Source: an optimization exercise on an open RTL-to-GDS flow (aim: small area and a short achievable clock period). Production flows keep margins and buffers that such runs may drop. Only simulation tests tie the RTL to the original design; equivalence was not proved. Power figures rest on the tool's default switching activity, not on a simulated workload.

// ALU
module ALU(X, B, R, y, valid_in, clk);
    input [15:0] X, B;
    input clk;
    input R;
    input valid_in;
    output reg [38:0] y;
  wire [6:0] yh = y[38:32] & {7{~R}};
  wire [6:0] hi;
  wire n1;
  c_f0 u_n1 (.i0(B[0]), .i1(valid_in), .i2(R), .o0(n1));
  wire n2;
  c_f0 u_n2 (.i0(B[1]), .i1(valid_in), .i2(R), .o0(n2));
  wire n3;
  c_f0 u_n3 (.i0(B[2]), .i1(valid_in), .i2(R), .o0(n3));
  wire n4;
  c_f0 u_n4 (.i0(B[3]), .i1(valid_in), .i2(R), .o0(n4));
  wire n5;
  c_f0 u_n5 (.i0(B[4]), .i1(valid_in), .i2(R), .o0(n5));
  wire n6;
  c_f0 u_n6 (.i0(B[5]), .i1(valid_in), .i2(R), .o0(n6));
  wire n7;
  c_f0 u_n7 (.i0(B[6]), .i1(valid_in), .i2(R), .o0(n7));
  wire n8;
  c_f0 u_n8 (.i0(B[7]), .i1(valid_in), .i2(R), .o0(n8));
  wire n9;
  c_f0 u_n9 (.i0(B[8]), .i1(valid_in), .i2(R), .o0(n9));
  wire n10;
  c_f0 u_n10 (.i0(B[9]), .i1(valid_in), .i2(R), .o0(n10));
  wire n11;
  c_f0 u_n11 (.i0(B[10]), .i1(valid_in), .i2(R), .o0(n11));
  wire n12;
  c_f0 u_n12 (.i0(B[11]), .i1(valid_in), .i2(R), .o0(n12));
  wire n13;
  c_f0 u_n13 (.i0(B[12]), .i1(valid_in), .i2(R), .o0(n13));
  wire n14;
  c_f0 u_n14 (.i0(B[13]), .i1(valid_in), .i2(R), .o0(n14));
  wire n15;
  c_f0 u_n15 (.i0(B[14]), .i1(valid_in), .i2(R), .o0(n15));
  wire n16;
  c_f0 u_n16 (.i0(B[15]), .i1(valid_in), .i2(R), .o0(n16));
  wire n17;
  c_f1 u_n17 (.i0(X[0]), .i1(n1), .o0(n17));
  wire n18;
  c_f1 u_n18 (.i0(X[0]), .i1(n2), .o0(n18));
  wire n19;
  c_f1 u_n19 (.i0(X[0]), .i1(n3), .o0(n19));
  wire n20;
  c_f1 u_n20 (.i0(X[0]), .i1(n4), .o0(n20));
  wire n21;
  c_f1 u_n21 (.i0(X[0]), .i1(n5), .o0(n21));
  wire n22;
  c_f1 u_n22 (.i0(X[0]), .i1(n6), .o0(n22));
  wire n23;
  c_f1 u_n23 (.i0(X[0]), .i1(n7), .o0(n23));
  wire n24;
  c_f1 u_n24 (.i0(X[0]), .i1(n8), .o0(n24));
  wire n25;
  c_f1 u_n25 (.i0(X[0]), .i1(n9), .o0(n25));
  wire n26;
  c_f1 u_n26 (.i0(X[0]), .i1(n10), .o0(n26));
  wire n27;
  c_f1 u_n27 (.i0(X[0]), .i1(n11), .o0(n27));
  wire n28;
  c_f1 u_n28 (.i0(X[0]), .i1(n12), .o0(n28));
  wire n29;
  c_f1 u_n29 (.i0(X[0]), .i1(n13), .o0(n29));
  wire n30;
  ...
Settings: LEC_CHECK=0, CAP_MARGIN=5, CORE_MARGIN=2, CORE_UTILIZATION=40, PLACE_DENSITY=0.8, SETUP_SLACK_MARGIN=3, SLEW_MARGIN=5, SYNTH_HIERARCHICAL=1, SYNTH_MINIMUM_KEEP_SIZE=0; clock period 10.0 ns.
standard.sh (not shown) runs the stock make flow with config.mk's settings and CLKGATE_MAP_FILE= SYNTH_SCRIPT=/design/flow/synth_recipe.tcl, a recipe that flattens the netlist after the stock synthesis.
==> flow/flow/run.sh <==
#!/bin/bash
# The standard layout, with every input and output port buffered by a
# plain buffer (buf_1) instead of the default delay-cell buffer; the
# resizer may then size these buffers like any other.
set -euo pipefail
cd "$(dirname "$0")/.."
export BUFFER_PORTS_ARGS="-buffer_cell sky130_fd_sc_hd__buf_1"
bash standard.sh > flow_standard.log 2>&1
The first run finished with timing, DRC and antenna clean.
Change:
Settings changed: CAP_MARGIN 5 to 20, PLACE_DENSITY 0.8 to default, SLEW_MARGIN 5 to 20.
- die area stays the same
- wire length grows by 2.1%
- synthesized area does not change
- final cell count climbs by 0.40%
- via count drops by 2.6%
- global-route usage grows by 1.4 points
- synthesized cell count stays the same
Change:
--- a/flow/flow/run.sh
+++ b/flow/flow/run.sh
@@ -3 +3 @@
-# plain buffer (buf_1) instead of the default delay-cell buffer; the
+# plain buffer (buf_2) instead of the default delay-cell buffer; the
@@ -7 +7 @@
-export BUFFER_PORTS_ARGS="-buffer_cell sky130_fd_sc_hd__buf_1"
+export BUFFER_PORTS_ARGS="-buffer_cell sky130_fd_sc_hd__buf_2"
Effect: Final cell count increases by 0.67%. Power went down by 0.63%. Global-route usage goes down by 0.32 points. Synthesized area does not change. Non-clock buffer count came out higher by 8. Clock skew is about the same. Maximum frequency is about the same. Worst setup slack gets worse by 16 ps.
Change:
--- a/flow/flow/run.sh
+++ b/flow/flow/run.sh
@@ -3 +3 @@
-# plain buffer (buf_2) instead of the default delay-cell buffer; the
+# plain buffer (buf_1) instead of the default delay-cell buffer; the
@@ -7 +7 @@
-export BUFFER_PORTS_ARGS="-buffer_cell sky130_fd_sc_hd__buf_2"
+export BUFFER_PORTS_ARGS="-buffer_cell sky130_fd_sc_hd__buf_1"
Settings changed: PLACE_DENSITY from default to 0.8.
=> Setup slack improves by 5.9 ps; via count climbs by 3.7%; die area does not change; design area went down by about 1.7%; synthesized area is unchanged; synthesized cell count stays the same.
Change:
--- a/flow/flow/run.sh
+++ b/flow/flow/run.sh
@@ -3 +3 @@
-# plain buffer (buf_1) instead of the default delay-cell buffer; the
+# plain buffer (buf_2) instead of the default delay-cell buffer; the
@@ -7 +7 @@
-export BUFFER_PORTS_ARGS="-buffer_cell sky130_fd_sc_hd__buf_1"
+export BUFFER_PORTS_ARGS="-buffer_cell sky130_fd_sc_hd__buf_2"
What happened: The changed run ran to the end with no violations; clock skew hardly moves; setup slack loses 79 ps; final area stays flat; sequential power hardly moves; count of clock-buffer cells in the layout is unchanged; total power went down by about 2.7%; combinational power stays flat.

separate check: timing with driven ports:
How much do the figures lean on ideal ports? The routed layouts below were timed once more, with nothing changed but the port constraints.
Step 1: set_driving_cell puts a clkbuf_16 on clk and a buf_2 on each other input, an assumption about the parent block.
Step 2 also shifts input and output timing later by t, the mid clock arrival at the registers, as if the neighbouring blocks saw the same clock.
Slacks: no drivers / after step 1 / after step 2; pairs: no drivers / after step 1.
| run | shift t [ns] | slack for setup (ns) | worst slew at a driven data input, ns | cell pins on the clock port's net |
|---|---|---|---|---|
| the first run | 0.344 | 3.006 / 2.879 / 2.536 | 0.28 | 1 |
| the second run | 0.350 | 3.017 / 2.960 / 2.610 | 0.16 | 1 |
| the third run | 0.343 | 3.000 / 2.892 / 2.549 | 0.25 | 1 |
| the fourth run | 0.344 | 3.006 / 2.879 / 2.536 | 0.28 | 1 |
| the fifth run | 0.346 | 2.927 / 2.799 / 2.453 | 0.29 | 1 |
After both steps every run listed still meets setup and hold. For the fifth run, which loses most, drivers alone change the setup slack by -0.128 ns; drivers and shift together by -0.474 ns.
